Source: an optimization exercise on an open RTL-to-GDS flow (aim: small area). Production flows keep margins and buffers that such runs may drop.
At most, simulation tests tie the RTL to the original design; equivalence was not proved.
No driver is modelled on the clock port, so clock power and skew are understated where the tree is cut down; a real chip needs a root buffer or a tree.

==> run R <==
## psdsqrt
module psdsqrt(
    input clock,
    input reset,
    input start,
    input stop,
    input [31:0] xin,
    output reg [15:0] sqrt
);
==> module psdsqrt, before the edit <==
module psdsqrt(
    input clock,
    input reset,
    input start,
    input stop,
    input [31:0] xin,
    output reg [15:0] sqrt
);
reg [32:1] w;
reg [15:0] ql;
reg [3:0]  cnt;          
integer i;
wire [14:0] dec;
genvar g;
generate for (g = 0; g < 15; g = g + 1) begin : gdec
    assign dec[g] = (cnt == g);
end endgenerate
wire [16:0] d;
assign d[16:15] = ql[15:14];
generate for (g = 0; g < 15; g = g + 1) begin : gd
    if (g == 0) begin : z
        assign d[0] = dec[14];
    end else begin : nz
        assign d[g] = ql[g-1] | dec[14-g];
    end
end endgenerate
wire [17:0] diff = {1'b0, w[32:15]} - {1'b0, d};
wire s = ~diff[17] | w[32];
wire [31:15] sel = s ? diff[16:0] : w[31:15];
wire s0 = xin[31] | xin[30];
always @(posedge clock) begin
    if (start) begin
        w   <= {xin[31] & xin[30], xin[31] & ~xin[30], xin[29:0]};
        ql  <= {s0, 15'b0};
        cnt <= 4'd0;
    end else begin
        w   <= {sel, w[14:1], 1'b0};
        if (cnt != 4'd15)
            cnt <= cnt + 4'd1;
        for (i = 0; i < 15; i = i + 1)
            if (dec[14-i]) ql[i] <= s;
    end
end
always @(posedge clock) begin
    if (reset)
        sqrt <= 16'b0;
    else if (stop)
        sqrt <= ql;
end
endmodule
==> flow/config.mk <==
export PLATFORM = sky130hd
export DESIGN_NAME = psdsqrt
export DESIGN_NICKNAME = psdsqrt
export VERILOG_FILES = /design/flow/design.v
export SDC_FILE = /design/flow/constraint.sdc
export NUM_CORES = 4
export LEC_CHECK = 0
export CAP_MARGIN = 20
export CORE_MARGIN = 2
export CORE_UTILIZATION = 40
export SLEW_MARGIN = 20
==> flow/constraint.sdc <==
create_clock -name core_clock -period 9.0 [get_ports {clock}]
set_input_delay 1.8000 -clock core_clock [delete_from_list [all_inputs] [get_ports {clock}]]
set_output_delay 1.8000 -clock core_clock [all_outputs]
set_load 0.01 [all_outputs]
run.sh (not shown) runs the stock make flow with config.mk's settings and CLKGATE_MAP_FILE= SYNTH_SCRIPT=/design/flow/synth_recipe.tcl, a recipe that flattens the netlist after the stock synthesis.
==> run A (differences from run R) <==
==> flow/design.v (replaced) <==
module psdsqrt(
    input clock,
    input reset,
    input start,
    input stop,
    input [31:0] xin,
    output reg [15:0] sqrt
);
reg [32:1] w;
reg [17:0] dm;           
wire [17:0] y;           
assign y[0] = 1'b1;
genvar g;
generate for (g = 1; g < 18; g = g + 1) begin : gy
    assign y[g] = y[g-1] & ~dm[g-1];
end endgenerate
wire [16:0] d = dm[17:1];
wire [17:0] sa = w[32:15];
wire [17:0] sb = ~{1'b0, d};
wire [18:0] cy;
wire [17:0] diff;
assign cy[0] = 1'b1;
generate for (g = 0; g < 18; g = g + 1) begin : gsub
    assign diff[g] = sa[g] ^ sb[g] ^ cy[g];
    assign cy[g+1] = (sa[g] & sb[g]) | (sa[g] & cy[g]) | (sb[g] & cy[g]);
end endgenerate
wire s = cy[18];
wire [31:15] sel = s ? diff[16:0] : w[31:15];
wire s0 = xin[31] | xin[30];
reg [17:0] dn;
integer i;
always @* begin
    dn[0] = dm[0] | dm[1];
    for (i = 1; i < 18; i = i + 1)
        dn[i] = y[i] ? (i < 17 ? dm[i+1] : 1'b0) : (y[i-1] ? s : dm[i]);
end
always @(posedge clock) begin
    if (start) begin
        w  <= {xin[31] & xin[30], xin[31] & ~xin[30], xin[29:0]};
        dm <= {s0, 1'b0, 1'b1, 15'b0};
    end else begin
        w  <= {sel, w[14:1], 1'b0};
        dm <= dn;
    end
end
always @(posedge clock) begin
    if (reset)
        sqrt <= 16'b0;
    else if (stop)
        sqrt <= dm[17:2];
end
endmodule
- CTS_BUF_LIST: default -> sky130_fd_sc_hd__clkbuf_2 sky130_fd_sc_hd__clkbuf_4
==> run B (differences from run R) <==
==> flow/design.v (replaced) <==
module psdsqrt(
    input clock,
    input reset,
    input start,
    input stop,
    input [31:0] xin,
    output reg [15:0] sqrt
);
reg [32:15] w;
reg [15:0]  qx;
reg [3:0]   cnt;         
wire [14:0] e, v;
genvar g;
generate for (g = 0; g < 15; g = g + 1) begin : gdec
    assign e[g] = (cnt == 14 - g);
    assign v[g] = (cnt >= 15 - g);
end endgenerate
wire [16:0] d;
assign d[0] = e[0];
generate for (g = 1; g < 15; g = g + 1) begin : gd
    assign d[g] = (qx[g-1] & v[g-1]) | e[g];
end endgenerate
assign d[16:15] = {qx[15], qx[14] & v[14]};
wire [17:0] sa = w[32:15];
wire [17:0] sb = ~{1'b0, d};
wire [18:0] cy;
wire [17:0] diff;
assign cy[0] = 1'b1;
generate for (g = 0; g < 18; g = g + 1) begin : gsub
    assign diff[g]  = sa[g] ^ sb[g] ^ cy[g];
    assign cy[g+1] = (sa[g] & sb[g]) | (sa[g] & cy[g]) | (sb[g] & cy[g]);
end endgenerate
wire s = cy[18];
wire [31:15] sel = s ? diff[16:0] : w[31:15];
wire rd = ~|(e & qx[14:0]);    
wire s0 = xin[31] | xin[30];
integer i;
always @(posedge clock) begin
    if (start) begin
        w   <= {xin[31] & xin[30], xin[31] & ~xin[30], xin[29:14]};
        qx  <= {s0, ~xin[13:0], 1'b0};
        cnt <= 4'd0;
    end else begin
        w   <= {sel[31:16], sel[15], rd};
        if (cnt != 4'd15)
            cnt <= cnt + 4'd1;
        for (i = 0; i < 15; i = i + 1)
            if (e[i]) qx[i] <= s;
    end
end
always @(posedge clock) begin
    if (reset)
        sqrt <= 16'b0;
    else if (stop)
        sqrt <= qx;
end
endmodule
==> flow/flow/run.sh (new file) <==
#!/bin/bash
# Standard ORFS layout with three changes:
#  - port buffers use the smallest buffer cell (flow/extra.mk),
#  - clock tree synthesis adds no dummy loads (flow/extra.mk),
#  - after CTS, flow/clk.tcl removes the root clock buffer when it only drives
#    the four leaf buffers and sizes each clock buffer to the smallest cell that
#    keeps the flip-flop clock slew below target.
# Each tool's output goes to a log file of its own in this folder.
set -e
cat flow/extra.mk >> config.mk
bash standard.sh cts > standard_to_cts.log 2>&1
RES=orfs/results/sky130hd/psdsqrt/base
cat > clk_run.tcl <<TCL
read_liberty $FLOW_HOME/platforms/sky130hd/lib/sky130_fd_sc_hd__tt_025C_1v80.lib
read_db $RES/4_cts.odb
read_sdc $RES/4_cts.sdc
source $FLOW_HOME/platforms/sky130hd/setRC.tcl
source flow/clk.tcl
detailed_placement
check_placement -verbose
write_db $RES/4_cts.odb
TCL
CLK_SLEW_TARGET=0.115 openroad -no_init -exit clk_run.tcl > clk_trim.log 2>&1
bash standard.sh finish > standard_finish.log 2>&1
==> flow/flow/clk.tcl (new file) <==
proc clk_bufs {} {
  set r {}
  foreach i [[ord::get_db_block] getInsts] {
    if {[string match *clkbuf* [[$i getMaster] getName]] && [string match clkbuf_*clock* [$i getName]]} { lappend r $i }
  }
  return $r
}
proc out_net {i} { foreach it [$i getITerms] { if {[$it isOutputSignal]} { return [$it getNet] } } }
proc in_net {i} { foreach it [$i getITerms] { if {[$it isInputSignal]} { return [$it getNet] } } }
set block [ord::get_db_block]
set clk [$block findNet clock]
foreach b [clk_bufs] {
  if {[in_net $b] != $clk} continue
  set on [out_net $b]
  set loads {}
  foreach it [$on getITerms] { if {[$it getInst] != $b} { lappend loads $it } }
  set nbuf 0
  foreach it $loads { if {[string match *clkbuf* [[[$it getInst] getMaster] getName]]} { incr nbuf } }
  if {$nbuf == [llength $loads] && $nbuf <= 4} {
    puts "removing root [$b getName] ($nbuf loads)"
    foreach it $loads { $it disconnect; $it connect $clk }
    foreach it [$b getITerms] { $it disconnect }
    odb::dbInst_destroy $b
    odb::dbNet_destroy $on
  }
}
estimate_parasitics -placement
proc worst_slew {b} {
  set w 0
  foreach it [[out_net $b] getITerms] {
    if {[$it getInst] == $b} continue
    set p [get_pins [[$it getInst] getName]/[[$it getMTerm] getName]]
    set s [get_property $p slew_max]
    if {$s > $w} { set w $s }
  }
  return $w
}
set lib_sizes {sky130_fd_sc_hd__clkbuf_2 sky130_fd_sc_hd__clkbuf_4 sky130_fd_sc_hd__clkbuf_8 sky130_fd_sc_hd__clkbuf_16}
foreach b [clk_bufs] {
  set name [$b getName]
  foreach m $lib_sizes {
    replace_cell [get_cells $name] [get_lib_cells */$m]
    estimate_parasitics -placement
    set w [worst_slew [[ord::get_db_block] findInst $name]]
    if {$w < $::env(CLK_SLEW_TARGET)} break
  }
  puts "buffer $name -> $m (slew $w)"
}
==> flow/flow/extra.mk (new file) <==
export BUFFER_PORTS_ARGS = -buffer_cell sky130_fd_sc_hd__buf_1
export CTS_ARGS = -sink_clustering_enable -repair_clock_nets -dont_use_dummy_load -root_buf sky130_fd_sc_hd__clkbuf_8 -buf_list sky130_fd_sc_hd__clkbuf_8
==> flow/standard.sh (new file) <==
#!/bin/bash
# synth_recipe.tcl (not shown) runs the flow's synth.tcl, then flattens the netlist and writes it again
# the make line also repeats each setting of config.mk as NAME=value (left out here)
make -C /OpenROAD-flow-scripts/flow DESIGN_CONFIG=/design/flow/config.mk WORK_HOME=/design/flow/orfs CLKGATE_MAP_FILE= SYNTH_SCRIPT=/design/flow/synth_recipe.tcl "${@:-finish}"
- BUFFER_PORTS_ARGS: default -> -buffer_cell sky130_fd_sc_hd__buf_1
- CTS_ARGS: default -> -sink_clustering_enable -repair_clock_nets -dont_use_dummy_load -root_buf sky130_fd_sc_hd__clkbuf_8 -buf_list sky130_fd_sc_hd__clkbuf_8
removed: flow/run.sh
==> flow_summary.ini <==
[synthesis]
yosysSeqAreaShare_pct = 37.7

[worst_setup_path]
r2r-start = cnt[2]$_SDFFE_PP0P_
rrSetupSlack_ns = 5.16

[layout]
area_growth_pct = 20.2
multi_input_area_um2 = 2090
clock_area_share_pct = 5.13

[die]
taps = 108

[power]
ir_drop_mv = 0.123
p_int_mw = 0.821

[status]
status = timing/DRC/antenna clean

[clock_tree]
cts.sinks = 68

[grt]
use_met3_pct = 3.87

[placed_design]
gp_congestion = 0.943
dpl_worst_slack_ns = 5.21

[sta]
fin_hold_ws_ns = 0.457
slew-limit-headroom_pct = 33.9
That was run R.
==> flow_summary.ini <==
[status]
status = timing/DRC/antenna clean

[sta]
slew-limit-headroom_pct = 38.9
fin_hold_ws_ns = 0.465

[die]
taps = 99

[worst_setup_path]
r2r-start = dm[1]$_SDFF_PP0_
rrSetupSlack_ns = 1.50

[power]
p_int_mw = 0.685
ir_drop_mv = 0.173

[clock_tree]
cts.sinks = 66

[placed_design]
dpl_worst_slack_ns = 1.51
gp_congestion = 0.765

[synthesis]
yosysSeqAreaShare_pct = 43.8

[layout]
multi_input_area_um2 = 1560

[grt]
use_met3_pct = 4.81
That was run A.
==> flow_summary.ini <==
[power]
ir_drop_mv = 0.0803
p_int_mw = 0.443

[placed_design]
gp_congestion = 0.835
dpl_worst_slack_ns = 0.637

[worst_setup_path]
r2r-start = cnt[1]$_SDFFE_PP0P_
rrSetupSlack_ns = 0.61

[sta]
fin_hold_ws_ns = 0.502
slew-limit-headroom_pct = 28.0

[clock_tree]
cts.sinks = 54

[grt]
use_met3_pct = 3.02

[status]
status = timing/DRC/antenna clean

[layout]
multi_input_area_um2 = 1560
That was run B.
Only the layout flow was run in run B; the RTL was not checked for function there.

==> port drivers added, routing unchanged <==
No port has a modelled driver above. Below, the same layouts with a new extraction and two added sets of constraints. Step 1 (the two cells are an assumption about what drives the block):
set clk [get_ports {clock}]
set_driving_cell -lib_cell sky130_fd_sc_hd__clkbuf_16 $clk
set_driving_cell -lib_cell sky130_fd_sc_hd__buf_2 [delete_from_list [all_inputs] $clk]
Step 2 also shifts input and output timing later by t, the mid clock arrival at the registers, as if the neighbouring blocks saw the same clock. Slacks: ideal / step 1 / step 2; pairs: ideal / step 1.
| run | shift t [ns] | setup slack, ns | worst setup path at the end | worst register clock-pin slew, ns | worst slew at a driven data input, ns |
|---|---|---|---|---|---|
| run R | 0.374 | 5.158 / 5.158 / 5.158 | register to register | 0.08 / 0.08 | 0.04 |
| run A | 0.427 | 1.501 / 1.501 / 1.501 | register to register | 0.11 / 0.11 | 0.04 |
| run B | 0.206 | 0.606 / 0.606 / 0.606 | register to register | 0.10 / 0.10 | 0.04 |
After both steps every run listed still meets setup and hold.
